What follows belongs to an exercise in optimizing a design on an open flow for small area; a production flow would make more cautious choices.
Where RTL was checked, it was by simulation tests only, not by an equivalence proof against the original.
Function not checked in run 1: the RTL went through the layout flow alone.
Power is estimated from default activity; no workload was simulated.

==> flow/design.v (outline; a module is shown in full before it is edited, if it fits) <==
// module Processor: 1751 lines
module Processor(rst, CLK, regDisplay, proceed, LEDG, out);
  // ...
==> flow/flow/run.sh <==
#!/bin/bash
# Own layout flow:
#  1. the standard synthesis (standard.sh synth);
#  2. the combinational logic of that netlist is re-optimised with ABC (&deepsyn with
#     a few seeds in parallel, area mapping); flip-flops are kept as they are, with
#     their names, cell types and connections; the smallest result is used;
#  3. the rest of the standard flow, with single-drive buffers on the ports.
set -euo pipefail
W=$(pwd)
YOSYS=$FLOW_HOME/../tools/install/yosys/bin/yosys
R=$W/orfs/results/$FLOW_PLATFORM/Processor/base
LIB=$FLOW_HOME/platforms/$FLOW_PLATFORM/lib/sky130_fd_sc_hd__tt_025C_1v80.lib
T=${RS_T:-300}
bash standard.sh synth > $W/flow_synth.log 2>&1
cp $R/1_2_yosys.v $W/std_1_2_yosys.v
mkdir -p $W/rs
pids=()
for S in 1 2 3 4; do
  RS_LIB=$LIB RS_IN=$W/std_1_2_yosys.v RS_OUT=$W/rs/out_$S.v RS_TAG=$S \
  RS_SCRIPT="strash; &get -n; &deepsyn -T $T -S $S; &put; dch -f; map -D ${RS_D:-1600}; topo; stime -c" \
    $YOSYS -c $W/flow/resynth.tcl > $W/rs/resynth_$S.log 2>&1 &
  pids+=($!)
done
for p in "${pids[@]}"; do wait $p || true; done
best=""; barea=""
for S in 1 2 3 4; do
  [[ -f $W/rs/out_$S.v && -f $W/stat_$S.txt ]] || continue
  a=$(grep "Chip area" $W/stat_$S.txt | awk '{print $NF}')
  if [[ -z "$best" ]] || awk "BEGIN{exit !($a < $barea)}"; then best=$S; barea=$a; fi
done
echo "resynthesis: seed $best, area $barea" > $W/flow_resynth_choice.log
if [[ -n "$best" ]]; then cp $W/rs/out_$best.v $R/1_2_yosys.v; fi
export BUFFER_PORTS_ARGS="-buffer_cell sky130_fd_sc_hd__buf_1"
export SKIP_REPAIR_TIE_FANOUT=1
export CTS_ARGS="-sink_clustering_enable -repair_clock_nets -dont_use_dummy_load"
bash standard.sh finish > $W/flow_finish.log 2>&1
==> flow/flow/resynth.tcl <==
# Re-optimise the combinational logic of the standard synthesis netlist, keeping
# every flip-flop instance (name, cell type and connections) as it is.
yosys -import
set lib $::env(RS_LIB)
set in  $::env(RS_IN)
set out $::env(RS_OUT)

set scr $::env(RS_SCRIPT)
set tag $::env(RS_TAG)
read_liberty -ignore_miss_func $lib
# flip-flops and tie cells stay as cells
foreach m [split [string trim [tee -q -s result.string select -list-mod sky130_fd_sc_hd__df* sky130_fd_sc_hd__conb_*]] "\n"] {
  blackbox $m
}
read_verilog $in
hierarchy -top Processor
flatten
opt -purge
set f [open abc_rs_$tag.script w]
puts $f $scr
close $f
abc -liberty $lib -dont_use *lpflow* -dont_use *probe* -script abc_rs_$tag.script
read_liberty -lib -overwrite -ignore_miss_func $lib
opt_clean -purge
hilomap -singleton -hicell sky130_fd_sc_hd__conb_1 HI -locell sky130_fd_sc_hd__conb_1 LO
insbuf -buf sky130_fd_sc_hd__buf_1 A X
splitnets
opt_clean -purge
tee -o stat_$tag.txt stat -liberty $lib
check -assert
write_verilog -noattr -nohex -nodec $out
==> flow/standard.sh <==
#!/bin/bash
# synth_recipe.tcl (not shown) runs the flow's synth.tcl, then flattens the netlist and writes it again
# the make line also repeats each setting of config.mk as NAME=value (left out here)
make -C /OpenROAD-flow-scripts/flow DESIGN_CONFIG=/design/flow/config.mk WORK_HOME=/design/flow/orfs CLKGATE_MAP_FILE= SYNTH_SCRIPT=/design/flow/synth_recipe.tcl "${@:-finish}"
==> flow/config.mk <==
export PLATFORM = sky130hd
export DESIGN_NAME = Processor
export DESIGN_NICKNAME = Processor
export VERILOG_FILES = /design/flow/design.v
export SDC_FILE = /design/flow/constraint.sdc
export NUM_CORES = 4
export LEC_CHECK = 0
export ABC_AREA = 1
export CAP_MARGIN = 20
export CORE_MARGIN = 2
export CORE_UTILIZATION = 40
export SLEW_MARGIN = 20
==> flow/constraint.sdc <==
create_clock -name core_clock -period 5.0 [get_ports {CLK}]
set_input_delay 1.0000 -clock core_clock [delete_from_list [all_inputs] [get_ports {CLK}]]
set_output_delay 1.0000 -clock core_clock [all_outputs]
set_load 0.01 [all_outputs]
==> flow_metrics.py, run 1 <==
metrics = {
    "outcome": {
        "status": "complete, no violations",
    },
    "clocking": {
        "cts_root_buf": "clkbuf_8",
        "cts.clk_slew.worst_paths_ns": 0.09,
    },
    "grt": {
        "grt_usage_pct": 17.6,
        "gr-usage-met1_pct": 22.1,
    },
    "setup_path": {
        "worstSetupPathDepth": 15,
        "worst-setup-path-type": "register to primary output",
        "reg2reg_slack_ns": 1.64,
        "crit_buf_inv": 1,
        "crit_start": "m[4]",
        "crit_end": "out[11]",
        "critical_path.max_stage_delay_ns": 0.49,
    },
    "cells_and_area": {
        "instances_no_fill": 298,
        "nFlopsAndLatches": 25,
        "n_all_buffers": 22,
        "buf_share_pct": 4.93,
        "ff_latch_area_um2": 612,
    },
    "timing": {
        "final-setup-viol-count": 0,
        "skew_ns": 0.00678,
        "hold_viol_final": 0,
        "finalSetupTns_ns": 0,
    },
    "die": {
        "ios": 28,
        "fp.dieArea_um2": 4620,
    },
    "route": {
        "vias": 1568,
        "first_pass_iters": 4,
    },
    "pwr": {
        "switching_share_pct": 49.0,
        "clkPwrFrac_pct": 12.9,
        "vdd_drop_max_v": 0.000232,
        "finalPower_w": 0.000898,
        "p_per_area_nw_per_um2": 513,
    },
    "place": {
        "dp_slack_ns": 0.791,
    },
    "worst_hold_path": {
        "hold_path_depth": 1,
    },
}
==> run 2, diff against run 1 <==
==> flow/design.v (replaced) <==
module Processor(rst, CLK, regDisplay, proceed, LEDG, out);
  input rst;
  wire rst;
  input CLK;
  wire CLK;
  input [2:0] regDisplay;
  wire [2:0] regDisplay;
  input [2:0] proceed;
  wire [2:0] proceed;
  output [3:0] LEDG;
  wire [3:0] LEDG;
  output [15:0] out;
  wire [15:0] out;
  wire _0000_;
  wire _0001_;
  wire _0002_;
  wire _0003_;
  wire _0004_;
  wire _0005_;
  wire _0006_;
  wire _0007_;
  wire _0008_;
  wire _0009_;
  wire _0010_;
  wire _0011_;
  wire _0012_;
  wire _0013_;
  wire _0014_;
  wire _0015_;
  wire _0016_;
  wire _0017_;
  wire _0018_;
  wire _0019_;
  wire _0020_;
  wire _0021_;
  wire _0022_;
  wire _0023_;
  wire _0024_;
  wire _0025_;
  wire _0026_;
  wire _0027_;
  wire _0028_;
  wire _0029_;
  wire _0030_;
  wire _0031_;
  wire _0032_;
  wire _0033_;
  wire _0034_;
  wire _0035_;
  wire _0036_;
  wire _0037_;
  wire _0038_;
  wire _0039_;
  wire _0040_;
  wire _0041_;
  wire _0042_;
  wire _0043_;
  wire _0044_;
  wire _0045_;
  wire _0046_;
  wire _0047_;
  wire _0048_;
  wire _0049_;
  wire _0050_;
  wire _0051_;
  wire _0052_;
  wire _0053_;
  wire _0054_;
  wire _0055_;
  wire _0056_;
  wire _0057_;
  wire _0058_;
  wire _0059_;
  wire _0060_;
  wire _0061_;
  wire _0062_;
  wire _0063_;
  wire _0064_;
  wire _0065_;
  wire _0066_;
  wire _0067_;
  wire _0068_;
  wire _0069_;
  wire _0070_;
  wire _0071_;
  wire _0072_;
  wire _0073_;
  wire _0074_;
  wire _0075_;
  wire _0076_;
  wire _0077_;
  wire _0078_;
  wire _0079_;
  wire _0080_;
  wire _0081_;
  wire _0082_;
  wire _0083_;
  wire _0084_;
  wire _0085_;
  wire _0086_;
  wire _0087_;
  wire _0088_;
  wire _0089_;
  wire _0090_;
  wire _0091_;
  wire _0092_;
  wire _0093_;
  wire _0094_;
  wire _0095_;
  wire _0096_;
  wire _0097_;
  wire _0098_;
  wire _0099_;
  wire _0100_;
  wire _0101_;
  wire _0102_;
  wire _0103_;
  wire _0104_;
  wire _0105_;
  wire _0106_;
  wire _0107_;
  wire _0108_;
  wire _0109_;
  wire _0110_;
  wire _0111_;
  wire _0112_;
  wire _0113_;
  wire _0114_;
  wire _0115_;
  wire _0116_;
  wire _0117_;
  wire _0118_;
  wire _0119_;
  wire _0120_;
  wire _0121_;
  wire _0122_;
  wire _0123_;
  wire _0124_;
  wire _0125_;
  wire _0126_;
  wire _0127_;
  wire _0128_;
  wire _0129_;
  wire _0130_;
  wire _0131_;
  wire _0132_;
  wire _0133_;
  wire _0134_;
  wire _0135_;
  wire _0136_;
  wire _0137_;
  wire _0138_;
  wire _0139_;
  wire _0140_;
  wire _0141_;
  wire _0142_;
  wire _0143_;
  wire _0144_;
  wire _0145_;
  wire _0146_;
  wire _0147_;
  wire _0148_;
  wire _0149_;
  wire _0150_;
  wire _0151_;
  wire _0152_;
  wire _0153_;
  wire _0154_;
  wire _0155_;
  wire _0156_;
  wire _0157_;
  wire _0158_;
  wire _0159_;
  wire _0160_;
  wire _0161_;
  wire _0162_;
  wire _0163_;
  wire _0164_;
  wire _0165_;
  wire _0166_;
  wire _0167_;
  wire _0168_;
  wire _0169_;
  wire _0170_;
  wire _0171_;
  wire _0172_;
  wire _0173_;
  wire _0174_;
  wire _0175_;
  wire _0176_;
  wire _0177_;
  wire _0178_;
  wire _0179_;
  wire _0180_;
  wire _0181_;
  wire _0182_;
  wire _0183_;
  wire _0184_;
  wire _0185_;
  wire _0186_;
  wire _0187_;
  wire _0188_;
  wire _0189_;
  wire _0190_;
  wire _0191_;
  wire _0192_;
  wire _0193_;
  wire _0194_;
  wire _0195_;
  wire _0196_;
  wire _0197_;
  wire _0198_;
  wire _0199_;
  wire _0200_;
  wire _0201_;
  wire _0202_;
  wire _0203_;
  wire _0204_;
  wire _0205_;
  wire _0206_;
  wire _0207_;
  wire _0208_;
  wire _0209_;
  wire _0210_;
  wire _0211_;
  wire _0212_;
  wire _0213_;
  wire _0214_;
  wire _0215_;
  wire _0216_;
  wire _0217_;
  wire _0218_;
  wire _0219_;
  wire _0220_;
  wire _0221_;
  wire _0222_;
  wire _0223_;
  wire _0224_;
  wire _0225_;
  wire _0226_;
  wire _0227_;
  wire _0228_;
  wire _0229_;
  wire _0230_;
  wire _0231_;
  wire _0232_;
  wire _0233_;
  wire _0234_;
  wire _0235_;
  wire _0236_;
  wire _0237_;
  wire _0238_;
  wire _0239_;
  wire _0240_;
  wire _0241_;
  wire _0242_;
  wire _0243_;
  wire _0244_;
  wire _0245_;
  wire _0246_;
  wire _0247_;
  wire _0248_;
  wire _0249_;
  wire _0250_;
  wire _0251_;
  wire _0252_;
  wire _0253_;
  wire _0254_;
  wire _0255_;
  wire _0256_;
  wire _0257_;
  wire _0258_;
  wire _0259_;
  wire _0260_;
  wire _0261_;
  wire _0262_;
  wire _0263_;
  wire _0264_;
  wire _0265_;
  wire _0266_;
  wire _0267_;
  wire _0268_;
  wire _0269_;
  wire _0270_;
  wire _0271_;
  wire _0272_;
  wire _0273_;
  wire _0274_;
  wire _0275_;
  wire _0276_;
  wire _0277_;
  wire _0278_;
  wire _0279_;
  wire _0280_;
  wire _0281_;
  wire _0282_;
  wire _0283_;
  wire _0284_;
  wire _0285_;
  wire _0286_;
  wire _0287_;
  wire _0288_;
  wire _0289_;
  wire _0290_;
  wire _0291_;
  wire _0292_;
  wire _0293_;
  wire _0294_;
  wire _0295_;
  wire _0296_;
  wire _0297_;
  wire _0298_;
  wire _0299_;
  wire _0300_;
  wire _0301_;
  wire _0302_;
  wire _0303_;
  wire _0304_;
  wire _0305_;
  wire _0306_;
  wire _0307_;
  wire _0308_;
  wire _0309_;
  wire _0310_;
  wire _0311_;
  wire _0312_;
  wire _0313_;
  wire _0314_;
  wire _0315_;
  wire _0316_;
  wire _0317_;
  wire _0318_;
  wire _0319_;
  wire _0320_;
  wire _0321_;
  wire _0322_;
  wire _0323_;
  wire _0324_;
  wire _0325_;
  wire _0326_;
  wire _0327_;
  wire _0328_;
  wire _0329_;
  wire _0330_;
  wire _0331_;
  wire _0332_;
  wire _0333_;
  wire _0334_;
  wire _0335_;
  wire _0336_;
  wire _0337_;
  wire _0338_;
  wire _0339_;
  wire _0340_;
  wire _0341_;
  wire _0342_;
  wire _0343_;
  wire _0344_;
  wire _0345_;
  wire _0346_;
  wire _0347_;
  wire _0348_;
  wire _0349_;
  wire _0350_;
  wire _0351_;
  wire _0352_;
  wire _0353_;
  wire _0354_;
  wire _0355_;
  wire _0356_;
  wire _0357_;
  wire _0358_;
  wire _0359_;
  wire _0360_;
  wire _0361_;
  wire _0362_;
  wire _0363_;
  wire _0364_;
  wire _0365_;
  wire _0366_;
  wire _0367_;
  wire _0368_;
  wire _0369_;
  wire _0370_;
  wire _0371_;
  wire _0372_;
  wire _0373_;
  wire _0374_;
  wire _0375_;
  wire _0376_;
  wire _0377_;
  wire _0378_;
  wire _0379_;
  wire _0380_;
  wire _0381_;
  wire _0382_;
  wire _0383_;
  wire _0384_;
  wire _0385_;
  wire _0386_;
  wire _0387_;
  wire _0388_;
  wire _0389_;
  wire _0390_;
  wire _0391_;
  wire _0392_;
  wire _0393_;
  wire _0394_;
  wire _0395_;
  wire _0396_;
  wire _0397_;
  wire _0398_;
  wire _0399_;
  wire _0400_;
  wire _0401_;
  wire _0402_;
  wire _0403_;
  wire _0404_;
  wire _0405_;
  wire _0406_;
  wire _0407_;
  wire _0408_;
  wire _0409_;
  wire _0410_;
  wire _0411_;
  wire _0412_;
  wire _0413_;
  wire _0414_;
  wire _0415_;
  wire _0416_;
  wire _0417_;
  wire _0418_;
  wire _0419_;
  wire _0420_;
  wire _0421_;
  wire _0422_;
  wire _0423_;
  wire _0424_;
  wire _0425_;
  wire _0426_;
  wire _0427_;
  wire _0428_;
  wire _0429_;
  wire _0430_;
  wire _0431_;
  wire _0432_;
  wire _0433_;
  wire _0434_;
  wire _0435_;
  wire _0436_;
  wire _0437_;
  wire _0438_;
  wire _0439_;
  wire _0440_;
  wire _0441_;
  wire _0442_;
  wire _0443_;
  wire _0444_;
  wire _0445_;
  wire _0446_;
  wire _0447_;
  wire _0448_;
  wire _0449_;
  wire _0450_;
  wire _0451_;
  wire _0452_;
  wire _0453_;
  wire _0454_;
  wire _0455_;
  wire _0456_;
  wire _0457_;
  wire _0458_;
  wire _0459_;
  wire _0460_;
  wire _0461_;
  wire _0462_;
  wire _0463_;
  wire _0464_;
  wire _0465_;
  wire _0466_;
  wire _0467_;
  wire _0468_;
  wire _0469_;
  wire _0470_;
  wire _0471_;
  wire _0472_;
  wire _0473_;
  wire _0474_;
  wire _0475_;
  wire _0476_;
  wire _0477_;
  wire _0478_;
  wire _0479_;
  wire _0480_;
  wire _0481_;
  wire _0482_;
  wire _0483_;
  wire _0484_;
  wire _0485_;
  wire _0486_;
  wire _0487_;
  wire _0488_;
  wire _0489_;
  wire _0490_;
  wire _0491_;
  wire _0492_;
  wire _0493_;
  wire _0494_;
  wire _0495_;
  wire _0496_;
  wire _0497_;
  wire _0498_;
  wire _0499_;
  wire _0500_;
  wire _0501_;
  wire _0502_;
  wire _0503_;
  wire _0504_;
  wire _0505_;
  wire _0506_;
  wire _0507_;
  wire _0508_;
  wire _0509_;
  wire _0510_;
  wire _0511_;
  wire _0512_;
  wire _0513_;
  wire _0514_;
  wire _0515_;
  wire _0516_;
  wire _0517_;
  wire _0518_;
  wire _0519_;
  wire _0520_;
  wire _0521_;
  wire _0522_;
  wire _0523_;
  wire _0524_;
  wire _0525_;
  wire _0526_;
  wire _0527_;
  wire _0528_;
  wire _0529_;
  wire _0530_;
  wire _0531_;
  wire _0532_;
  wire _0533_;
  wire _0534_;
  wire _0535_;
  wire _0536_;
  wire _0537_;
  wire _0538_;
  wire _0539_;
  wire _0540_;
  wire _0541_;
  wire _0542_;
  wire _0543_;
  wire _0544_;
  wire _0545_;
  wire _0546_;
  wire _0547_;
  wire _0548_;
  wire _0549_;
  wire _0550_;
  wire _0551_;
  wire _0552_;
  wire _0553_;
  wire _0554_;
  wire _0555_;
  wire _0556_;
  wire _0557_;
  wire _0558_;
  wire _0559_;
  wire _0560_;
  wire _0561_;
  wire _0562_;
  wire _0563_;
  wire _0564_;
  wire _0565_;
  wire _0566_;
  wire _0567_;
  wire _0568_;
  wire _0569_;
  wire _0570_;
  wire _0571_;
  wire _0572_;
  wire _0573_;
  wire _0574_;
  wire _0575_;
  wire _0576_;
  wire _0577_;
  wire _0578_;
  wire _0579_;
  wire _0580_;
  wire _0581_;
  wire _0582_;
  wire _0583_;
  wire _0584_;
  wire _0585_;
  wire _0586_;
  wire _0587_;
  wire _0588_;
  wire _0589_;
  wire _0590_;
  wire _0591_;
  wire _0592_;
  wire _0593_;
  wire _0594_;
  wire _0595_;
  wire _0596_;
  wire _0597_;
  wire _0598_;
  wire _0599_;
  wire _0600_;
  wire _0601_;
  wire _0602_;
  wire _0603_;
  wire _0604_;
  wire _0605_;
  wire _0606_;
  wire _0607_;
  wire _0608_;
  wire _0609_;
  wire _0610_;
  wire _0611_;
  wire _0612_;
  wire _0613_;
  wire _0614_;
  wire _0615_;
  wire _0616_;
  wire _0617_;
  wire _0618_;
  wire _0619_;
  wire _0620_;
  wire _0621_;
  wire _0622_;
  wire _0623_;
  wire _0624_;
  wire _0625_;
  wire _0626_;
  wire _0627_;
  wire _0628_;
  wire _0629_;
  wire _0630_;
  wire _0631_;
  wire _0632_;
  wire _0633_;
  wire _0634_;
  wire _0635_;
  wire _0636_;
  wire _0637_;
  wire _0638_;
  wire _0639_;
  wire _0640_;
  wire _0641_;
  wire _0642_;
  wire _0643_;
  wire _0644_;
  wire _0645_;
  wire _0646_;
  wire _0647_;
  wire _0648_;
  wire _0649_;
  wire _0650_;
  wire _0651_;
  wire _0652_;
  wire _0653_;
  wire _0654_;
  wire _0655_;
  wire _0656_;
  wire _0657_;
  wire _0658_;
  wire _0659_;
  wire _0660_;
  wire _0661_;
  wire _0662_;
  wire _0663_;
  wire _0664_;
  wire _0665_;
  wire _0666_;
  wire _0667_;
  wire _0668_;
  wire _0669_;
  wire _0670_;
  wire _0671_;
  wire _0672_;
  wire _0673_;
  wire _0674_;
  wire _0675_;
  wire _0676_;
  wire _0677_;
  wire _0678_;
  wire _0679_;
  wire _0680_;
  wire _0681_;
  wire _0682_;
  wire _0683_;
  wire _0684_;
  wire _0685_;
  wire _0686_;
  wire _0687_;
  wire _0688_;
  wire _0689_;
  wire _0690_;
  wire _0691_;
  wire _0692_;
  wire _0693_;
  wire _0694_;
  wire _0695_;
  wire _0696_;
  wire _0697_;
  wire _0698_;
  wire _0699_;
  wire _0700_;
  wire _0701_;
  wire _0702_;
  wire _0703_;
  wire _0704_;
  wire _0705_;
  wire _0706_;
  wire _0707_;
  wire _0708_;
  wire _0709_;
  wire _0710_;
  wire _0711_;
  wire _0712_;
  wire _0713_;
  wire _0714_;
  wire _0715_;
  wire _0716_;
  wire _0717_;
  wire _0718_;
  wire _0719_;
  wire _0720_;
  wire _0721_;
  wire _0722_;
  wire _0723_;
  wire _0724_;
  wire _0725_;
  wire _0726_;
  wire _0727_;
  wire _0728_;
  wire _0729_;
  wire _0730_;
  wire _0731_;
  wire _0732_;
  wire _0733_;
  wire _0734_;
  wire _0735_;
  wire _0736_;
  wire _0737_;
  wire _0738_;
  wire _0739_;
  wire _0740_;
  wire _0741_;
  wire _0742_;
  wire _0743_;
  wire _0744_;
  wire _0745_;
  wire _0746_;
  wire _0747_;
  wire _0748_;
  wire _0749_;
  wire _0750_;
  wire _0751_;
  wire _0752_;
  wire _0753_;
  wire _0754_;
  wire _0755_;
  wire _0756_;
  wire _0757_;
  wire _0758_;
  wire _0759_;
  wire _0760_;
  wire _0761_;
  wire _0762_;
  wire _0763_;
  wire _0764_;
  wire _0765_;
  wire _0766_;
  wire _0767_;
  wire _0768_;
  wire _0769_;
  wire _0770_;
  wire _0771_;
  wire _0772_;
  wire _0773_;
  wire _0774_;
  wire _0775_;
  wire _0776_;
  wire _0777_;
  wire _0778_;
  wire _0779_;
  wire _0780_;
  wire _0781_;
  wire _0782_;
  wire _0783_;
  wire _0784_;
  wire _0785_;
  wire _0786_;
  wire _0787_;
  wire _0788_;
  wire _0789_;
  wire _0790_;
  wire _0791_;
  wire _0792_;
  wire _0793_;
  wire _0794_;
  wire _0795_;
  wire _0796_;
  wire _0797_;
  wire _0798_;
  wire _0799_;
  wire _0800_;
  wire _0801_;
  wire _0802_;
  wire _0803_;
  wire _0804_;
  reg [13:0] k;
  reg [5:0] m;
  reg nf;
  reg [2:0] rdp;
  reg s;
  assign _0011_ = _0176_ & _0177_;
  assign _0176_ = ~m[0];
  assign _0177_ = ~s;
  assign _0012_ = _0178_ | _0179_;
  assign _0178_ = ~m[1];
  assign _0179_ = ~m[2];
  assign _0013_ = ~m[2];
  assign _0184_ = _0180_ & _0181_;
  assign _0185_ = _0184_ & _0182_;
  assign _0000_ = _0185_ & _0183_;
  assign _0180_ = ~k[11];
  assign _0181_ = ~k[6];
  assign _0182_ = ~k[8];
  assign _0183_ = ~k[7];
  assign _0001_ = ~k[5];
  assign _0002_ = ~k[10];
  assign _0189_ = _0186_ & _0187_;
  assign _0003_ = _0189_ & _0188_;
  assign _0186_ = ~k[9];
  assign _0187_ = ~k[12];
  assign _0188_ = ~k[13];
  assign _0194_ = _0190_ | _0191_;
  assign _0195_ = _0194_ | _0192_;
  assign _0004_ = _0195_ | _0193_;
  assign _0190_ = ~_0000_;
  assign _0191_ = ~_0001_;
  assign _0192_ = ~_0002_;
  assign _0193_ = ~_0003_;
  assign _0009_ = ~_0004_;
  assign _0005_ = ~k[3];
  assign _0006_ = ~k[2];
  assign _0007_ = _0196_ | _0197_;
  assign _0196_ = ~_0005_;
  assign _0197_ = ~_0006_;
  assign _0008_ = k[4] | nf;
  assign _0201_ = _0198_ & _0199_;
  assign _0010_ = _0201_ & _0200_;
  assign _0198_ = ~k[1];
  assign _0199_ = ~_0007_;
  assign _0200_ = ~_0008_;
  assign _0205_ = _0202_ | _0203_;
  assign _0014_ = _0205_ | _0204_;
  assign _0202_ = ~_0009_;
  assign _0203_ = ~k[0];
  assign _0204_ = ~_0010_;
  assign _0015_ = _0206_ & _0207_;
  assign _0206_ = ~m[4];
  assign _0207_ = ~m[3];
  assign _0213_ = _0208_ & _0209_;
  assign _0214_ = _0210_ & _0211_;
  assign _0215_ = _0213_ | _0214_;
  assign _0027_ = _0215_ | _0212_;
  assign _0208_ = ~_0013_;
  assign _0209_ = ~_0014_;
  assign _0210_ = ~_0011_;
  assign _0211_ = ~_0012_;
  assign _0212_ = ~_0015_;
  assign _0016_ = ~m[4];
  assign _0017_ = ~m[3];
  assign _0022_ = _0216_ & _0217_;
  assign _0216_ = ~_0016_;
  assign _0217_ = ~_0017_;
  assign _0020_ = ~rdp[0];
  assign _0018_ = _0218_ & _0219_;
  assign _0218_ = ~m[1];
  assign _0219_ = ~m[2];
  assign _0019_ = _0220_ | _0221_;
  assign _0220_ = ~m[0];
  assign _0221_ = ~s;
  assign _0226_ = _0222_ & _0223_;
  assign _0227_ = _0224_ & _0225_;
  assign _0021_ = _0226_ | _0227_;
  assign _0222_ = ~_0018_;
  assign _0223_ = ~_0016_;
  assign _0224_ = ~_0019_;
  assign _0225_ = ~_0016_;
  assign _0025_ = _0228_ & _0229_;
  assign _0228_ = ~_0020_;
  assign _0229_ = ~_0021_;
  assign _0023_ = ~m[5];
  assign _0233_ = _0230_ & _0231_;
  assign _0024_ = _0233_ & _0232_;
  assign _0230_ = ~m[1];
  assign _0231_ = ~m[2];
  assign _0232_ = ~m[0];
  assign _0237_ = _0234_ | _0235_;
  assign _0026_ = _0237_ | _0236_;
  assign _0234_ = ~_0022_;
  assign _0235_ = ~_0023_;
  assign _0236_ = ~_0024_;
  assign _0241_ = _0238_ & _0239_;
  assign _0028_ = _0241_ | _0240_;
  assign _0238_ = ~_0022_;
  assign _0239_ = ~_0025_;
  assign _0240_ = ~_0026_;
  assign _0245_ = _0242_ & _0243_;
  assign _0029_ = _0245_ & _0244_;
  assign _0242_ = ~rdp[2];
  assign _0243_ = ~rdp[1];
  assign _0244_ = ~m[5];
  assign _0249_ = _0246_ | _0247_;
  assign _0030_ = _0249_ | _0248_;
  assign _0246_ = ~_0027_;
  assign _0247_ = ~_0028_;
  assign _0248_ = ~_0029_;
  assign _0031_ = ~k[0];
  assign _0032_ = _0250_ | _0251_;
  assign _0250_ = ~_0030_;
  assign _0251_ = ~_0031_;
  assign _0033_ = _0252_ & _0253_;
  assign _0252_ = ~k[1];
  assign _0253_ = ~_0032_;
  assign _0034_ = _0254_ | _0255_;
  assign _0254_ = ~_0032_;
  assign _0255_ = ~k[1];
  assign _0259_ = _0256_ & _0257_;
  assign _0036_ = _0259_ | _0258_;
  assign _0256_ = ~k[2];
  assign _0257_ = ~_0033_;
  assign _0258_ = ~_0034_;
  assign _0035_ = _0260_ & _0261_;
  assign _0260_ = ~_0031_;
  assign _0261_ = ~_0030_;
  assign _0037_ = _0262_ | _0263_;
  assign _0262_ = ~_0035_;
  assign _0263_ = ~k[1];
  assign _0047_ = _0264_ | _0265_;
  assign _0264_ = ~_0036_;
  assign _0265_ = ~_0037_;
  assign _0038_ = ~k[1];
  assign _0269_ = _0266_ & _0267_;
  assign _0039_ = _0269_ | _0268_;
  assign _0266_ = ~_0031_;
  assign _0267_ = ~_0030_;
  assign _0268_ = ~_0038_;
  assign _0041_ = ~_0039_;
  assign _0042_ = ~_0007_;
  assign _0040_ = _0270_ & _0271_;
  assign _0270_ = ~rdp[1];
  assign _0271_ = ~_0004_;
  assign _0043_ = ~_0040_;
  assign _0276_ = _0272_ & _0273_;
  assign _0277_ = _0274_ & _0275_;
  assign _0044_ = _0276_ | _0277_;
  assign _0272_ = ~_0034_;
  assign _0273_ = ~_0005_;
  assign _0274_ = ~_0006_;
  assign _0275_ = ~_0005_;
  assign _0286_ = _0278_ & _0279_;
  assign _0287_ = _0286_ & _0280_;
  assign _0288_ = _0287_ & _0281_;
  assign _0289_ = _0282_ & _0283_;
  assign _0290_ = _0289_ & _0284_;
  assign _0291_ = _0290_ & _0285_;
  assign _0045_ = _0288_ | _0291_;
  assign _0278_ = ~_0041_;
  assign _0279_ = ~k[4];
  assign _0280_ = ~_0043_;
  assign _0281_ = ~_0044_;
  assign _0282_ = ~_0042_;
  assign _0283_ = ~k[4];
  assign _0284_ = ~_0043_;
  assign _0285_ = ~_0044_;
  assign _0046_ = ~rdp[2];
  assign _0295_ = _0292_ | _0293_;
  assign _0048_ = _0295_ | _0294_;
  assign _0292_ = ~_0045_;
  assign _0293_ = ~_0046_;
  assign _0294_ = ~_0020_;
  assign out[6] = _0296_ & _0297_;
  assign _0296_ = ~_0047_;
  assign _0297_ = ~_0048_;
  assign _0301_ = _0298_ & _0299_;
  assign _0049_ = _0301_ | _0300_;
  assign _0298_ = ~k[2];
  assign _0299_ = ~_0037_;
  assign _0300_ = ~_0039_;
  assign _0079_ = _0302_ & _0303_;
  assign _0302_ = ~k[2];
  assign _0303_ = ~_0049_;
  assign _0308_ = _0304_ & _0305_;
  assign _0309_ = _0308_ | _0306_;
  assign _0050_ = _0309_ | _0307_;
  assign _0304_ = ~k[2];
  assign _0305_ = ~_0037_;
  assign _0306_ = ~_0005_;
  assign _0307_ = ~_0039_;
  assign _0051_ = _0310_ | _0311_;
  assign _0310_ = ~_0033_;
  assign _0311_ = ~k[3];
  assign _0052_ = _0312_ | _0313_;
  assign _0312_ = ~_0032_;
  assign _0313_ = ~k[2];
  assign _0317_ = _0314_ | _0315_;
  assign _0053_ = _0317_ | _0316_;
  assign _0314_ = ~_0050_;
  assign _0315_ = ~_0051_;
  assign _0316_ = ~_0052_;
  assign _0321_ = _0318_ & _0319_;
  assign _0054_ = _0321_ | _0320_;
  assign _0318_ = ~rdp[2];
  assign _0319_ = ~_0053_;
  assign _0320_ = ~rdp[0];
  assign _0326_ = _0322_ & _0323_;
  assign _0327_ = _0326_ | _0324_;
  assign _0080_ = _0327_ | _0325_;
  assign _0322_ = ~_0053_;
  assign _0323_ = ~_0048_;
  assign _0324_ = ~_0045_;
  assign _0325_ = ~_0054_;
  assign _0332_ = _0328_ & _0329_;
  assign _0333_ = _0332_ & _0330_;
  assign _0058_ = _0333_ & _0331_;
  assign _0328_ = ~m[2];
  assign _0329_ = ~m[5];
  assign _0330_ = ~_0016_;
  assign _0331_ = ~_0017_;
  assign _0055_ = ~m[1];
  assign _0056_ = ~m[0];
  assign _0057_ = _0334_ & _0335_;
  assign _0334_ = ~_0055_;
  assign _0335_ = ~_0056_;
  assign _0059_ = ~_0057_;
  assign _0340_ = _0336_ & _0337_;
  assign _0341_ = _0338_ & _0339_;
  assign _0060_ = _0340_ | _0341_;
  assign _0336_ = ~_0055_;
  assign _0337_ = ~_0011_;
  assign _0338_ = ~s;
  assign _0339_ = ~_0011_;
  assign _0345_ = _0342_ | _0343_;
  assign _0062_ = _0345_ | _0344_;
  assign _0342_ = ~_0058_;
  assign _0343_ = ~_0059_;
  assign _0344_ = ~_0060_;
  assign _0349_ = _0346_ | _0347_;
  assign _0061_ = _0349_ | _0348_;
  assign _0346_ = ~_0006_;
  assign _0347_ = ~_0031_;
  assign _0348_ = ~_0038_;
  assign _0354_ = _0350_ & _0351_;
  assign _0355_ = _0352_ & _0353_;
  assign _0063_ = _0354_ | _0355_;
  assign _0350_ = ~_0061_;
  assign _0351_ = ~k[4];
  assign _0352_ = ~k[3];
  assign _0353_ = ~k[4];
  assign _0361_ = _0356_ & _0357_;
  assign _0362_ = _0361_ & _0358_;
  assign _0363_ = _0362_ | _0359_;
  assign _0068_ = _0363_ | _0360_;
  assign _0356_ = ~k[1];
  assign _0357_ = ~_0007_;
  assign _0358_ = ~_0062_;
  assign _0359_ = ~_0009_;
  assign _0360_ = ~_0063_;
  assign _0367_ = _0364_ & _0365_;
  assign _0064_ = _0367_ | _0366_;
  assign _0364_ = ~k[0];
  assign _0365_ = ~_0062_;
  assign _0366_ = ~_0020_;
  assign _0065_ = _0368_ | _0369_;
  assign _0368_ = ~_0064_;
  assign _0369_ = ~_0042_;
  assign _0374_ = _0370_ & _0371_;
  assign _0375_ = _0372_ & _0373_;
  assign _0066_ = _0374_ | _0375_;
  assign _0370_ = ~_0062_;
  assign _0371_ = ~nf;
  assign _0372_ = ~k[2];
  assign _0373_ = ~nf;
  assign _0380_ = _0376_ & _0377_;
  assign _0381_ = _0378_ & _0379_;
  assign _0069_ = _0380_ | _0381_;
  assign _0376_ = ~_0053_;
  assign _0377_ = ~_0066_;
  assign _0378_ = ~_0065_;
  assign _0379_ = ~_0066_;
  assign _0067_ = _0382_ | _0383_;
  assign _0382_ = ~_0046_;
  assign _0383_ = ~rdp[1];
  assign _0070_ = _0384_ & _0385_;
  assign _0384_ = ~_0020_;
  assign _0385_ = ~_0067_;
  assign _0389_ = _0386_ & _0387_;
  assign _0081_ = _0389_ | _0388_;
  assign _0386_ = ~_0068_;
  assign _0387_ = ~_0069_;
  assign _0388_ = ~_0070_;
  assign _0071_ = ~k[4];
  assign _0393_ = _0390_ & _0391_;
  assign _0073_ = _0393_ | _0392_;
  assign _0390_ = ~_0005_;
  assign _0391_ = ~_0039_;
  assign _0392_ = ~_0071_;
  assign _0072_ = _0394_ | _0395_;
  assign _0394_ = ~_0034_;
  assign _0395_ = ~_0042_;
  assign _0074_ = _0396_ & _0397_;
  assign _0396_ = ~_0033_;
  assign _0397_ = ~_0072_;
  assign _0404_ = _0398_ & _0399_;
  assign _0405_ = _0404_ & _0400_;
  assign _0406_ = _0401_ & _0402_;
  assign _0407_ = _0406_ & _0403_;
  assign _0075_ = _0405_ | _0407_;
  assign _0398_ = ~_0042_;
  assign _0399_ = ~k[4];
  assign _0400_ = ~_0044_;
  assign _0401_ = ~_0041_;
  assign _0402_ = ~k[4];
  assign _0403_ = ~_0044_;
  assign _0413_ = _0408_ & _0409_;
  assign _0414_ = _0410_ & _0411_;
  assign _0415_ = _0413_ | _0414_;
  assign _0076_ = _0415_ | _0412_;
  assign _0408_ = ~_0074_;
  assign _0409_ = ~_0075_;
  assign _0410_ = ~_0073_;
  assign _0411_ = ~_0053_;
  assign _0412_ = ~_0046_;
  assign _0419_ = _0416_ & _0417_;
  assign _0077_ = _0419_ & _0418_;
  assign _0416_ = ~rdp[0];
  assign _0417_ = ~_0043_;
  assign _0418_ = ~_0076_;
  assign _0078_ = _0420_ | _0421_;
  assign _0420_ = ~_0050_;
  assign _0421_ = ~_0051_;
  assign _0082_ = _0422_ | _0423_;
  assign _0422_ = ~_0077_;
  assign _0423_ = ~_0078_;
  assign _0428_ = _0424_ & _0425_;
  assign _0429_ = _0428_ | _0426_;
  assign out[1] = _0429_ | _0427_;
  assign _0424_ = ~_0079_;
  assign _0425_ = ~_0080_;
  assign _0426_ = ~_0081_;
  assign _0427_ = ~_0082_;
  assign _0433_ = _0430_ & _0431_;
  assign _0083_ = _0433_ & _0432_;
  assign _0430_ = ~k[2];
  assign _0431_ = ~rdp[0];
  assign _0432_ = ~_0046_;
  assign _0437_ = _0434_ | _0435_;
  assign _0084_ = _0437_ | _0436_;
  assign _0434_ = ~_0062_;
  assign _0435_ = ~k[0];
  assign _0436_ = ~_0083_;
  assign _0085_ = _0438_ | _0439_;
  assign _0438_ = ~_0058_;
  assign _0439_ = ~rdp[1];
  assign _0444_ = _0440_ & _0441_;
  assign _0445_ = _0442_ & _0443_;
  assign _0086_ = _0444_ | _0445_;
  assign _0440_ = ~_0084_;
  assign _0441_ = ~_0004_;
  assign _0442_ = ~_0085_;
  assign _0443_ = ~_0004_;
  assign _0096_ = _0446_ | _0447_;
  assign _0446_ = ~_0075_;
  assign _0447_ = ~_0086_;
  assign _0451_ = _0448_ & _0449_;
  assign _0087_ = _0451_ | _0450_;
  assign _0448_ = ~_0006_;
  assign _0449_ = ~_0034_;
  assign _0450_ = ~_0072_;
  assign _0455_ = _0452_ | _0453_;
  assign _0088_ = _0455_ | _0454_;
  assign _0452_ = ~_0075_;
  assign _0453_ = ~_0058_;
  assign _0454_ = ~_0087_;
  assign _0459_ = _0456_ & _0457_;
  assign _0089_ = _0459_ | _0458_;
  assign _0456_ = ~_0020_;
  assign _0457_ = ~_0047_;
  assign _0458_ = ~rdp[1];
  assign _0464_ = _0460_ & _0461_;
  assign _0465_ = _0462_ & _0463_;
  assign _0090_ = _0464_ | _0465_;
  assign _0460_ = ~_0036_;
  assign _0461_ = ~rdp[0];
  assign _0462_ = ~_0037_;
  assign _0463_ = ~rdp[0];
  assign _0472_ = _0466_ & _0467_;
  assign _0473_ = _0468_ & _0469_;
  assign _0474_ = _0470_ & _0471_;
  assign _0475_ = _0472_ | _0473_;
  assign _0097_ = _0475_ | _0474_;
  assign _0466_ = ~_0076_;
  assign _0467_ = ~_0090_;
  assign _0468_ = ~_0088_;
  assign _0469_ = ~_0090_;
  assign _0470_ = ~_0089_;
  assign _0471_ = ~_0090_;
  assign _0094_ = _0476_ | _0477_;
  assign _0476_ = ~_0076_;
  assign _0477_ = ~_0088_;
  assign _0092_ = _0478_ | _0479_;
  assign _0478_ = ~_0053_;
  assign _0479_ = ~_0065_;
  assign _0486_ = _0480_ & _0481_;
  assign _0487_ = _0482_ & _0483_;
  assign _0488_ = _0484_ & _0485_;
  assign _0489_ = _0486_ | _0487_;
  assign _0091_ = _0489_ | _0488_;
  assign _0480_ = ~k[2];
  assign _0481_ = ~_0066_;
  assign _0482_ = ~rdp[0];
  assign _0483_ = ~_0066_;
  assign _0484_ = ~_0062_;
  assign _0485_ = ~_0066_;
  assign _0093_ = _0490_ & _0491_;
  assign _0490_ = ~_0068_;
  assign _0491_ = ~_0091_;
  assign _0496_ = _0492_ & _0493_;
  assign _0497_ = _0494_ & _0495_;
  assign _0095_ = _0496_ | _0497_;
  assign _0492_ = ~_0092_;
  assign _0493_ = ~_0067_;
  assign _0494_ = ~_0093_;
  assign _0495_ = ~_0067_;
  assign _0504_ = _0498_ & _0499_;
  assign _0505_ = _0500_ & _0501_;
  assign _0506_ = _0502_ & _0503_;
  assign _0507_ = _0504_ | _0505_;
  assign _0098_ = _0507_ | _0506_;
  assign _0498_ = ~_0094_;
  assign _0499_ = ~_0095_;
  assign _0500_ = ~rdp[0];
  assign _0501_ = ~_0095_;
  assign _0502_ = ~_0040_;
  assign _0503_ = ~_0095_;
  assign _0512_ = _0508_ & _0509_;
  assign _0513_ = _0512_ | _0510_;
  assign out[0] = _0513_ | _0511_;
  assign _0508_ = ~_0096_;
  assign _0509_ = ~_0097_;
  assign _0510_ = ~_0082_;
  assign _0511_ = ~_0098_;
  assign _0518_ = _0514_ & _0515_;
  assign _0519_ = _0518_ & _0516_;
  assign out[2] = _0519_ | _0517_;
  assign _0514_ = ~_0005_;
  assign _0515_ = ~_0049_;
  assign _0516_ = ~_0080_;
  assign _0517_ = ~_0082_;
  assign _0523_ = _0520_ & _0521_;
  assign _0100_ = _0523_ & _0522_;
  assign _0520_ = ~m[3];
  assign _0521_ = ~m[2];
  assign _0522_ = ~_0057_;
  assign _0099_ = _0524_ & _0525_;
  assign _0524_ = ~m[2];
  assign _0525_ = ~_0057_;
  assign _0101_ = _0526_ & _0527_;
  assign _0526_ = ~_0017_;
  assign _0527_ = ~_0099_;
  assign _0531_ = _0528_ & _0529_;
  assign _0102_ = _0531_ | _0530_;
  assign _0528_ = ~_0100_;
  assign _0529_ = ~_0101_;
  assign _0530_ = ~m[4];
  assign _0535_ = _0532_ & _0533_;
  assign _0103_ = _0535_ | _0534_;
  assign _0532_ = ~_0017_;
  assign _0533_ = ~_0012_;
  assign _0534_ = ~_0102_;
  assign _0536_ = m[0] & _0014_;
  assign _0537_ = _0536_ & _0100_;
  assign _0538_ = _0537_ | m[5];
  assign LEDG[1] = _0538_ | _0103_;
  assign _0104_ = _0539_ & _0540_;
  assign _0539_ = ~_0013_;
  assign _0540_ = ~_0022_;
  assign _0544_ = _0541_ & _0542_;
  assign _0105_ = _0544_ | _0543_;
  assign _0541_ = ~_0099_;
  assign _0542_ = ~_0104_;
  assign _0543_ = ~_0023_;
  assign _0551_ = _0545_ & _0546_;
  assign _0552_ = _0551_ & _0547_;
  assign _0553_ = _0548_ & _0549_;
  assign _0554_ = _0553_ & _0550_;
  assign LEDG[0] = _0552_ | _0554_;
  assign _0545_ = ~_0055_;
  assign _0546_ = ~_0015_;
  assign _0547_ = ~_0105_;
  assign _0548_ = ~m[2];
  assign _0549_ = ~_0015_;
  assign _0550_ = ~_0105_;
  assign _0106_ = _0555_ & _0556_;
  assign _0555_ = ~m[4];
  assign _0556_ = ~LEDG[1];
  assign _0561_ = _0557_ & _0558_;
  assign _0562_ = _0559_ & _0560_;
  assign LEDG[2] = _0561_ | _0562_;
  assign _0557_ = ~LEDG[1];
  assign _0558_ = ~_0106_;
  assign _0559_ = ~LEDG[0];
  assign _0560_ = ~_0106_;
  assign out[8] = _0563_ & _0564_;
  assign _0563_ = ~_0078_;
  assign _0564_ = ~_0048_;
  assign _0569_ = _0565_ & _0566_;
  assign _0570_ = _0569_ & _0567_;
  assign out[3] = _0570_ & _0568_;
  assign _0565_ = ~rdp[0];
  assign _0566_ = ~_0043_;
  assign _0567_ = ~_0076_;
  assign _0568_ = ~out[8];
  assign _0574_ = _0571_ & _0572_;
  assign out[11] = _0574_ & _0573_;
  assign _0571_ = ~_0078_;
  assign _0572_ = ~_0052_;
  assign _0573_ = ~_0048_;
  assign out[9] = _0575_ & _0576_;
  assign _0575_ = ~_0053_;
  assign _0576_ = ~_0048_;
  assign _0581_ = _0577_ & _0578_;
  assign _0582_ = _0579_ & _0580_;
  assign out[7] = _0581_ | _0582_;
  assign _0577_ = ~_0037_;
  assign _0578_ = ~_0048_;
  assign _0579_ = ~_0087_;
  assign _0580_ = ~_0048_;
  assign _0587_ = _0583_ & _0584_;
  assign _0588_ = _0587_ & _0585_;
  assign LEDG[3] = _0588_ & _0586_;
  assign _0583_ = ~_0017_;
  assign _0584_ = ~m[5];
  assign _0585_ = ~_0099_;
  assign _0586_ = ~_0103_;
  assign _0107_ = ~proceed[1];
  assign _0108_ = _0589_ & _0590_;
  assign _0589_ = ~m[3];
  assign _0590_ = ~_0107_;
  assign _0110_ = ~_0108_;
  assign _0109_ = _0591_ & _0592_;
  assign _0591_ = ~proceed[1];
  assign _0592_ = ~_0017_;
  assign _0111_ = ~_0109_;
  assign _0595_ = m[4] & _0593_;
  assign _0596_ = _0594_ & proceed[2];
  assign _0112_ = _0595_ | _0596_;
  assign _0593_ = ~proceed[2];
  assign _0594_ = ~m[4];
  assign _0601_ = _0597_ & _0598_;
  assign _0602_ = _0599_ & _0600_;
  assign _0113_ = _0601_ | _0602_;
  assign _0597_ = ~_0111_;
  assign _0598_ = ~_0112_;
  assign _0599_ = ~proceed[2];
  assign _0600_ = ~_0110_;
  assign _0606_ = _0603_ | _0604_;
  assign _0115_ = _0606_ | _0605_;
  assign _0603_ = ~_0113_;
  assign _0604_ = ~_0013_;
  assign _0605_ = ~proceed[0];
  assign _0610_ = _0607_ & _0608_;
  assign _0114_ = _0610_ | _0609_;
  assign _0607_ = ~_0056_;
  assign _0608_ = ~_0018_;
  assign _0609_ = ~_0023_;
  assign _0615_ = _0611_ & _0612_;
  assign _0616_ = _0613_ & _0614_;
  assign _0116_ = _0615_ | _0616_;
  assign _0611_ = ~_0055_;
  assign _0612_ = ~_0114_;
  assign _0613_ = ~_0015_;
  assign _0614_ = ~_0114_;
  assign _0119_ = _0115_ & _0116_;
  assign _0620_ = _0617_ & _0618_;
  assign _0117_ = _0620_ & _0619_;
  assign _0617_ = ~proceed[0];
  assign _0618_ = ~_0109_;
  assign _0619_ = ~_0112_;
  assign _0118_ = _0621_ | _0622_;
  assign _0621_ = ~_0117_;
  assign _0622_ = ~_0110_;
  assign _0122_ = _0623_ | _0624_;
  assign _0623_ = ~_0118_;
  assign _0624_ = ~_0104_;
  assign _0628_ = _0625_ & _0626_;
  assign _0120_ = _0628_ | _0627_;
  assign _0625_ = ~_0055_;
  assign _0626_ = ~_0015_;
  assign _0627_ = ~_0119_;
  assign _0121_ = _0629_ | _0630_;
  assign _0629_ = ~_0120_;
  assign _0630_ = ~_0026_;
  assign _0123_ = ~_0121_;
  assign _0637_ = _0631_ & _0632_;
  assign _0638_ = _0633_ & _0634_;
  assign _0639_ = _0635_ & _0636_;
  assign _0640_ = _0637_ | _0638_;
  assign _0175_ = _0640_ | _0639_;
  assign _0631_ = ~_0056_;
  assign _0632_ = ~_0123_;
  assign _0633_ = ~_0119_;
  assign _0634_ = ~_0123_;
  assign _0635_ = ~_0122_;
  assign _0636_ = ~_0123_;
  assign _0124_ = _0641_ & _0642_;
  assign _0641_ = ~_0031_;
  assign _0642_ = ~_0026_;
  assign _0125_ = _0643_ | _0644_;
  assign _0643_ = ~_0124_;
  assign _0644_ = ~k[1];
  assign _0649_ = _0645_ & _0646_;
  assign _0650_ = _0649_ & _0647_;
  assign _0126_ = _0650_ & _0648_;
  assign _0645_ = ~_0071_;
  assign _0646_ = ~_0005_;
  assign _0647_ = ~_0006_;
  assign _0648_ = ~_0125_;
  assign _0651_ = _0126_ & k[5];
  assign _0127_ = _0651_ & k[6];
  assign _0652_ = _0127_ & k[8];
  assign _0128_ = _0652_ & k[7];
  assign _0129_ = _0653_ | _0654_;
  assign _0653_ = ~_0128_;
  assign _0654_ = ~k[9];
  assign _0130_ = _0655_ & _0656_;
  assign _0655_ = ~_0002_;
  assign _0656_ = ~_0129_;
  assign _0657_ = _0130_ & k[11];
  assign _0131_ = _0657_ & k[12];
  assign _0660_ = k[13] & _0658_;
  assign _0661_ = _0659_ & _0131_;
  assign _0168_ = _0660_ | _0661_;
  assign _0658_ = ~_0131_;
  assign _0659_ = ~k[13];
  assign _0666_ = _0662_ & _0663_;
  assign _0667_ = _0664_ & _0665_;
  assign _0132_ = _0666_ | _0667_;
  assign _0662_ = ~_0124_;
  assign _0663_ = ~k[2];
  assign _0664_ = ~k[1];
  assign _0665_ = ~k[2];
  assign _0133_ = _0668_ & _0669_;
  assign _0668_ = ~_0006_;
  assign _0669_ = ~_0125_;
  assign _0157_ = _0670_ & _0671_;
  assign _0670_ = ~_0132_;
  assign _0671_ = ~_0133_;
  assign _0674_ = k[1] & _0672_;
  assign _0675_ = _0673_ & _0124_;
  assign _0156_ = _0674_ | _0675_;
  assign _0672_ = ~_0124_;
  assign _0673_ = ~k[1];
  assign _0678_ = _0031_ & _0676_;
  assign _0679_ = _0677_ & _0026_;
  assign _0155_ = _0678_ | _0679_;
  assign _0676_ = ~_0026_;
  assign _0677_ = ~_0031_;
  assign _0683_ = _0680_ | _0681_;
  assign _0134_ = _0683_ | _0682_;
  assign _0680_ = ~_0103_;
  assign _0681_ = ~m[5];
  assign _0682_ = ~_0024_;
  assign _0135_ = ~_0134_;
  assign _0136_ = _0684_ | _0685_;
  assign _0684_ = ~_0123_;
  assign _0685_ = ~_0056_;
  assign _0137_ = _0686_ | _0687_;
  assign _0686_ = ~_0119_;
  assign _0687_ = ~_0122_;
  assign _0691_ = _0688_ & _0689_;
  assign _0169_ = _0691_ | _0690_;
  assign _0688_ = ~_0135_;
  assign _0689_ = ~_0136_;
  assign _0690_ = ~_0137_;
  assign _0696_ = _0692_ & _0693_;
  assign _0697_ = _0696_ & _0694_;
  assign _0138_ = _0697_ & _0695_;
  assign _0692_ = ~_0016_;
  assign _0693_ = ~_0017_;
  assign _0694_ = ~_0013_;
  assign _0695_ = ~_0059_;
  assign _0700_ = _0023_ & _0698_;
  assign _0701_ = _0699_ & _0138_;
  assign _0139_ = _0700_ | _0701_;
  assign _0698_ = ~_0138_;
  assign _0699_ = ~_0023_;
  assign _0174_ = _0702_ & _0703_;
  assign _0702_ = ~_0139_;
  assign _0703_ = ~_0135_;
  assign _0140_ = _0704_ & _0705_;
  assign _0704_ = ~_0012_;
  assign _0705_ = ~_0056_;
  assign _0710_ = _0706_ & _0707_;
  assign _0711_ = _0708_ & _0709_;
  assign _0141_ = _0710_ | _0711_;
  assign _0706_ = ~_0140_;
  assign _0707_ = ~m[4];
  assign _0708_ = ~m[3];
  assign _0709_ = ~m[4];
  assign _0714_ = _0712_ & _0713_;
  assign _0142_ = _0714_ & _0105_;
  assign _0712_ = ~_0118_;
  assign _0713_ = ~_0123_;
  assign _0718_ = _0715_ & _0716_;
  assign _0173_ = _0718_ & _0717_;
  assign _0715_ = ~_0138_;
  assign _0716_ = ~_0141_;
  assign _0717_ = ~_0142_;
  assign _0143_ = _0719_ & _0720_;
  assign _0719_ = ~_0140_;
  assign _0720_ = ~_0142_;
  assign _0144_ = ~_0143_;
  assign _0725_ = _0721_ & _0722_;
  assign _0726_ = _0723_ & _0724_;
  assign _0145_ = _0725_ | _0726_;
  assign _0721_ = ~_0144_;
  assign _0722_ = ~_0135_;
  assign _0723_ = ~_0017_;
  assign _0724_ = ~_0135_;
  assign _0730_ = _0727_ & _0728_;
  assign _0172_ = _0730_ | _0729_;
  assign _0727_ = ~_0017_;
  assign _0728_ = ~_0144_;
  assign _0729_ = ~_0145_;
  assign _0735_ = _0731_ & _0732_;
  assign _0736_ = _0733_ & _0734_;
  assign _0171_ = _0735_ | _0736_;
  assign _0731_ = ~_0099_;
  assign _0732_ = ~_0144_;
  assign _0733_ = ~_0134_;
  assign _0734_ = ~_0144_;
  assign _0146_ = ~_0119_;
  assign _0147_ = _0737_ | _0738_;
  assign _0737_ = ~_0136_;
  assign _0738_ = ~_0146_;
  assign _0743_ = _0739_ & _0740_;
  assign _0744_ = _0741_ & _0742_;
  assign _0170_ = _0743_ | _0744_;
  assign _0739_ = ~_0147_;
  assign _0740_ = ~_0057_;
  assign _0741_ = ~_0055_;
  assign _0742_ = ~_0057_;
  assign _0749_ = _0745_ & _0746_;
  assign _0750_ = _0747_ & _0748_;
  assign _0148_ = _0749_ | _0750_;
  assign _0745_ = ~_0130_;
  assign _0746_ = ~k[12];
  assign _0747_ = ~k[11];
  assign _0748_ = ~k[12];
  assign _0167_ = _0751_ & _0752_;
  assign _0751_ = ~_0148_;
  assign _0752_ = ~_0131_;
  assign _0755_ = k[11] & _0753_;
  assign _0756_ = _0754_ & _0130_;
  assign _0166_ = _0755_ | _0756_;
  assign _0753_ = ~_0130_;
  assign _0754_ = ~k[11];
  assign _0761_ = _0757_ & _0758_;
  assign _0762_ = _0759_ & _0760_;
  assign _0149_ = _0761_ | _0762_;
  assign _0757_ = ~_0128_;
  assign _0758_ = ~k[10];
  assign _0759_ = ~k[9];
  assign _0760_ = ~k[10];
  assign _0165_ = _0763_ & _0764_;
  assign _0763_ = ~_0149_;
  assign _0764_ = ~_0130_;
  assign _0767_ = k[9] & _0765_;
  assign _0768_ = _0766_ & _0128_;
  assign _0164_ = _0767_ | _0768_;
  assign _0765_ = ~_0128_;
  assign _0766_ = ~k[9];
  assign _0773_ = _0769_ & _0770_;
  assign _0774_ = _0771_ & _0772_;
  assign _0150_ = _0773_ | _0774_;
  assign _0769_ = ~_0127_;
  assign _0770_ = ~k[8];
  assign _0771_ = ~k[7];
  assign _0772_ = ~k[8];
  assign _0163_ = _0775_ & _0776_;
  assign _0775_ = ~_0150_;
  assign _0776_ = ~_0128_;
  assign _0779_ = k[7] & _0777_;
  assign _0780_ = _0778_ & _0127_;
  assign _0162_ = _0779_ | _0780_;
  assign _0777_ = ~_0127_;
  assign _0778_ = ~k[7];
  assign _0785_ = _0781_ & _0782_;
  assign _0786_ = _0783_ & _0784_;
  assign _0151_ = _0785_ | _0786_;
  assign _0781_ = ~_0126_;
  assign _0782_ = ~k[6];
  assign _0783_ = ~k[5];
  assign _0784_ = ~k[6];
  assign _0161_ = _0787_ & _0788_;
  assign _0787_ = ~_0151_;
  assign _0788_ = ~_0127_;
  assign _0791_ = k[5] & _0789_;
  assign _0792_ = _0790_ & _0126_;
  assign _0160_ = _0791_ | _0792_;
  assign _0789_ = ~_0126_;
  assign _0790_ = ~k[5];
  assign _0796_ = _0793_ & _0794_;
  assign _0152_ = _0796_ & _0795_;
  assign _0793_ = ~_0005_;
  assign _0794_ = ~_0006_;
  assign _0795_ = ~_0125_;
  assign _0153_ = _0797_ & _0798_;
  assign _0797_ = ~k[4];
  assign _0798_ = ~_0152_;
  assign _0159_ = _0799_ & _0800_;
  assign _0799_ = ~_0126_;
  assign _0800_ = ~_0153_;
  assign _0154_ = _0801_ & _0802_;
  assign _0801_ = ~k[3];
  assign _0802_ = ~_0133_;
  assign _0158_ = _0803_ & _0804_;
  assign _0803_ = ~_0152_;
  assign _0804_ = ~_0154_;
  always @(posedge CLK, negedge rst)
    if (!rst) k[0] <= 1'h1;
    else k[0] <= _0155_;
  always @(posedge CLK, negedge rst)
    if (!rst) k[1] <= 1'h0;
    else k[1] <= _0156_;
  always @(posedge CLK, negedge rst)
    if (!rst) k[2] <= 1'h0;
    else k[2] <= _0157_;
  always @(posedge CLK, negedge rst)
    if (!rst) k[3] <= 1'h0;
    else k[3] <= _0158_;
  always @(posedge CLK, negedge rst)
    if (!rst) k[4] <= 1'h0;
    else k[4] <= _0159_;
  always @(posedge CLK, negedge rst)
    if (!rst) k[5] <= 1'h0;
    else k[5] <= _0160_;
  always @(posedge CLK, negedge rst)
    if (!rst) k[6] <= 1'h0;
    else k[6] <= _0161_;
  always @(posedge CLK, negedge rst)
    if (!rst) k[7] <= 1'h0;
    else k[7] <= _0162_;
  always @(posedge CLK, negedge rst)
    if (!rst) k[8] <= 1'h0;
    else k[8] <= _0163_;
  always @(posedge CLK, negedge rst)
    if (!rst) k[9] <= 1'h0;
    else k[9] <= _0164_;
  always @(posedge CLK, negedge rst)
    if (!rst) k[10] <= 1'h0;
    else k[10] <= _0165_;
  always @(posedge CLK, negedge rst)
    if (!rst) k[11] <= 1'h0;
    else k[11] <= _0166_;
  always @(posedge CLK, negedge rst)
    if (!rst) k[12] <= 1'h0;
    else k[12] <= _0167_;
  always @(posedge CLK, negedge rst)
    if (!rst) k[13] <= 1'h0;
    else k[13] <= _0168_;
  always @(posedge CLK, negedge rst)
    if (!rst) m[0] <= 1'h0;
    else m[0] <= _0169_;
  always @(posedge CLK, negedge rst)
    if (!rst) m[1] <= 1'h0;
    else m[1] <= _0170_;
  always @(posedge CLK, negedge rst)
    if (!rst) m[2] <= 1'h0;
    else m[2] <= _0171_;
  always @(posedge CLK, negedge rst)
    if (!rst) m[3] <= 1'h0;
    else m[3] <= _0172_;
  always @(posedge CLK, negedge rst)
    if (!rst) m[4] <= 1'h0;
    else m[4] <= _0173_;
  always @(posedge CLK, negedge rst)
    if (!rst) m[5] <= 1'h0;
    else m[5] <= _0174_;
  always @(posedge CLK)
    rdp[0] <= regDisplay[0];
  always @(posedge CLK)
    rdp[1] <= regDisplay[1];
  always @(posedge CLK)
    rdp[2] <= regDisplay[2];
  always @(posedge CLK, negedge rst)
    if (!rst) s <= 1'h0;
    else s <= _0175_;
  always @(posedge CLK, negedge rst)
    if (!rst) nf <= 1'h0;
    else nf <= _0008_;
  assign { out[15:12], out[10], out[5:4] } = { 4'h0, out[8], 2'h0 };
endmodule
==> flow_metrics.py, run 2 <==
metrics = {
    "route": {
        "drcViolationCount": 0,
        "first_pass_iters": 4,
        "vias": 1591,
        "ant_nets": 0,
        "first_iter_violations": 143,
        "routed_wl_mm": 3.51,
        "post_drt_wl_per_cell_um": 11.9,
        "vias_per_cell": 5.39,
    },
    "clocking": {
        "clockBufferDepth": 2,
        "cts.clk_slew.worst_paths_ns": 0.09,
        "cts_root_buf": "clkbuf_8",
        "tritoncts": "yes",
        "cts_resized": 0,
        "cts_buffers": 3,
        "cts.sinks": 25,
        "insertion_delay_ns": 0.26,
        "post_cts_buffers": 0,
        "ctsHoldBuffers": 0,
        "htreeDepth": 1,
    },
    "timing": {
        "finalSetupTns_ns": 0,
        "tightest_slew_ns": 0.692,
        "skew_ns": 0.00756,
        "min_period_ns": 4.35,
        "max_freq_mhz": 230,
        "finalMaxSlewViolations": 0,
        "whs_ns": 0.482,
        "fin_crit_sh_pct": 87.1,
        "hold_viol_final": 0,
        "slew_headroom_pct": 53.5,
        "rsz0062_at_grt": "no",
        "final-setup-viol-count": 0,
    },
    "grt": {
        "grt_usage_pct": 17.5,
        "grt_pass1_wl_mm": 6.27,
        "grt_max_degree": 23,
        "grt-ovfl-total": 0,
        "grt_pass1_vias": 1436,
        "antenna_found_initial": 0,
    },
    "die": {
        "start_util_pct": 41.1,
        "num_rows": 23,
        "fp.dieArea_um2": 4610,
        "fp.coreArea_um2": 3970,
        "die_width_um": 67.9,
        "ios": 28,
        "die_h_um": 67.9,
    },
    "cells_and_area": {
        "drive_gt1_share_pct": 4.08,
        "area_growth_pct": 7.06,
        "layout_common_cells": "nor2_1 (43), nand2_1 (41), clkinv_1 (24)",
        "nets": 255,
        "antenna_cells": 0,
        "layout_commonest_cell": "nor2_1",
        "fill_cells": 400,
        "largestRegisters": "k: 14 flops, m: 6 flops, rdp: 3 flops",
        "largest_reg_flops": 14,
        "regMostFlops": "k",
    },
    "setup_path": {
        "critical_path.max_stage_delay_ns": 0.47,
        "worst-setup-path-type": "register to primary output",
        "arrival_ns": 3.35,
        "crit_chain": "clkinv_1 -> nand2_1 -> nor3_1 -> nand3_1 -> o221ai_1 -> nand4_1 -> nand2_1 -> o21ai_0 -> a21o_2 -> nor3_1 -> nand3_1 -> a21oi_1 -> o21a_1 -> nor2_1 -> buf_1",
        "crit_buf_inv": 2,
        "crit_start": "k[2]",
        "worstPathMaxFanout": 9,
        "r2r-start": "m[4]",
        "cp-end-kind": "primary output",
        "required_ns": 4.00,
        "critPathTopFamily": "simple AND/OR/NAND/NOR gates",
        "crit_path_start_kind": "register",
        "cp_slowest_cell": "dfrtp_1",
    },
    "job": {
        "drv_cap": 0,
    },
    "place": {
        "dp_hpwl_mm": 2.80,
        "place.gp.congestion": 1.04,
        "port_buffers": 21,
    },
    "logic_synthesis": {
        "syn-num-nets": 248,
        "syn_area_per_cell_um2": 6.80,
        "synth_warnings": 1,
        "syn_area_um2": 1630,
        "syn_inst": 240,
    },
    "pwr": {
        "p_per_area_nw_per_um2": 439,
        "vdd_drop_max_v": 0.000138,
        "leakagePower_nw": 0.759,
    },
    "worst_hold_path": {
        "hp-start": "k[13]",
        "hold_class": "register to register",
    },
    "outcome": {
        "status": "complete, no violations",
    },
}
==> run 2: routing by layer <==
layer	global-route usage [%]	routed length, um
met1	24.2	1690
met2	28.9	1590
met3	2.63	194
met4	4.25	34
met5	0	0
==> run 2: area by class of cell <==
type                            count  area, um2  share of cell area [%]
Inverter                           24       90.1                    5.16
Multi-Input combinational cell    171        855                    48.9
Timing Repair Buffer               22       86.3                    4.94
Tap cell                           50       62.6                    3.58
Clock buffer                        3       41.3                    2.36
Sequential cell                    25        612                    35.0
==> run 2: worst paths after layout <==
kind                       cells past startpoint  endpoint  slack [ns]
hold / removal                                 1     k[13]        0.48
setup / recovery                              15    out[3]        0.65
hold reg to reg                                1     k[13]        0.48
max in group asynchronous                      2      k[0]        4.03
setup reg to reg                              14     k[13]        1.70
min in group asynchronous                      2      k[7]        0.69
==> run 2: worst reg2reg max path, stage by stage, from the launching register on <==
cell	delay [ns]
dfrtp_1	0.50
nand2_1	0.19
nor2_1	0.15
nand3_1	0.18
nor2_1	0.25
nand2_1	0.13
nor4_1	0.55
nand2_1	0.10
nor2_1	0.18
nand2_1	0.09
nor2_1	0.24
nand2_1	0.09
nor2_1	0.21
and3_2	0.24
xor2_1	0.14
==> run 2: stage by stage <==
stage                     area (um2)  std cells  setup slack [ns]  util [%]  total power, W
after CTS                       1750        295             0.708      44.0        0.000770
final                           1750        295             0.647      44.0        0.000766
after global placement          1710        292             0.980      42.9        0.000663
after floorplan                 1630        240              1.47         -        0.000578
after detailed placement        1710        292              1.01      42.9        0.000654
after global routing            1750        295             0.168      44.0        0.000848
==> run 2: report_power, final <==
| part | switching (W) | internal, W | total [W] | leakage, nW |
|---|---|---|---|---|
| clock network | 0.0000588 | 0.0000538 | 0.000113 | 0.0216 |
| registers | 0.0000494 | 0.000239 | 0.000289 | 0.315 |
| logic | 0.000241 | 0.000124 | 0.000365 | 0.422 |

port drivers added, routing unchanged:
The results above use ideal ports. As a check the final layouts listed here were re-extracted and re-timed, cells and wires unchanged.
Step 1 assumes that a clkbuf_16 drives the clock port and a buf_2 every other input.
Step 2 moves the port delays by t, midway between the first and last clock arrival at a register: inputs arrive t later, outputs are due t later. That takes back most of the time a late clock gives input paths.
a / b / c = ideal / step 1 / step 2; a / b = the first two.
run | t (ns) | setup slack, ns | hold slack, ns | worst setup path after step 2 | worst data-port slew with drivers (ns)
run 1 | 0.290 | 0.459 / 0.436 / 0.726 | 0.480 / 0.480 / 0.480 | register to output | 0.03
run 2 | 0.285 | 0.647 / 0.620 / 0.905 | 0.482 / 0.482 / 0.482 | register to output | 0.03
After both steps every run listed still meets setup and hold.
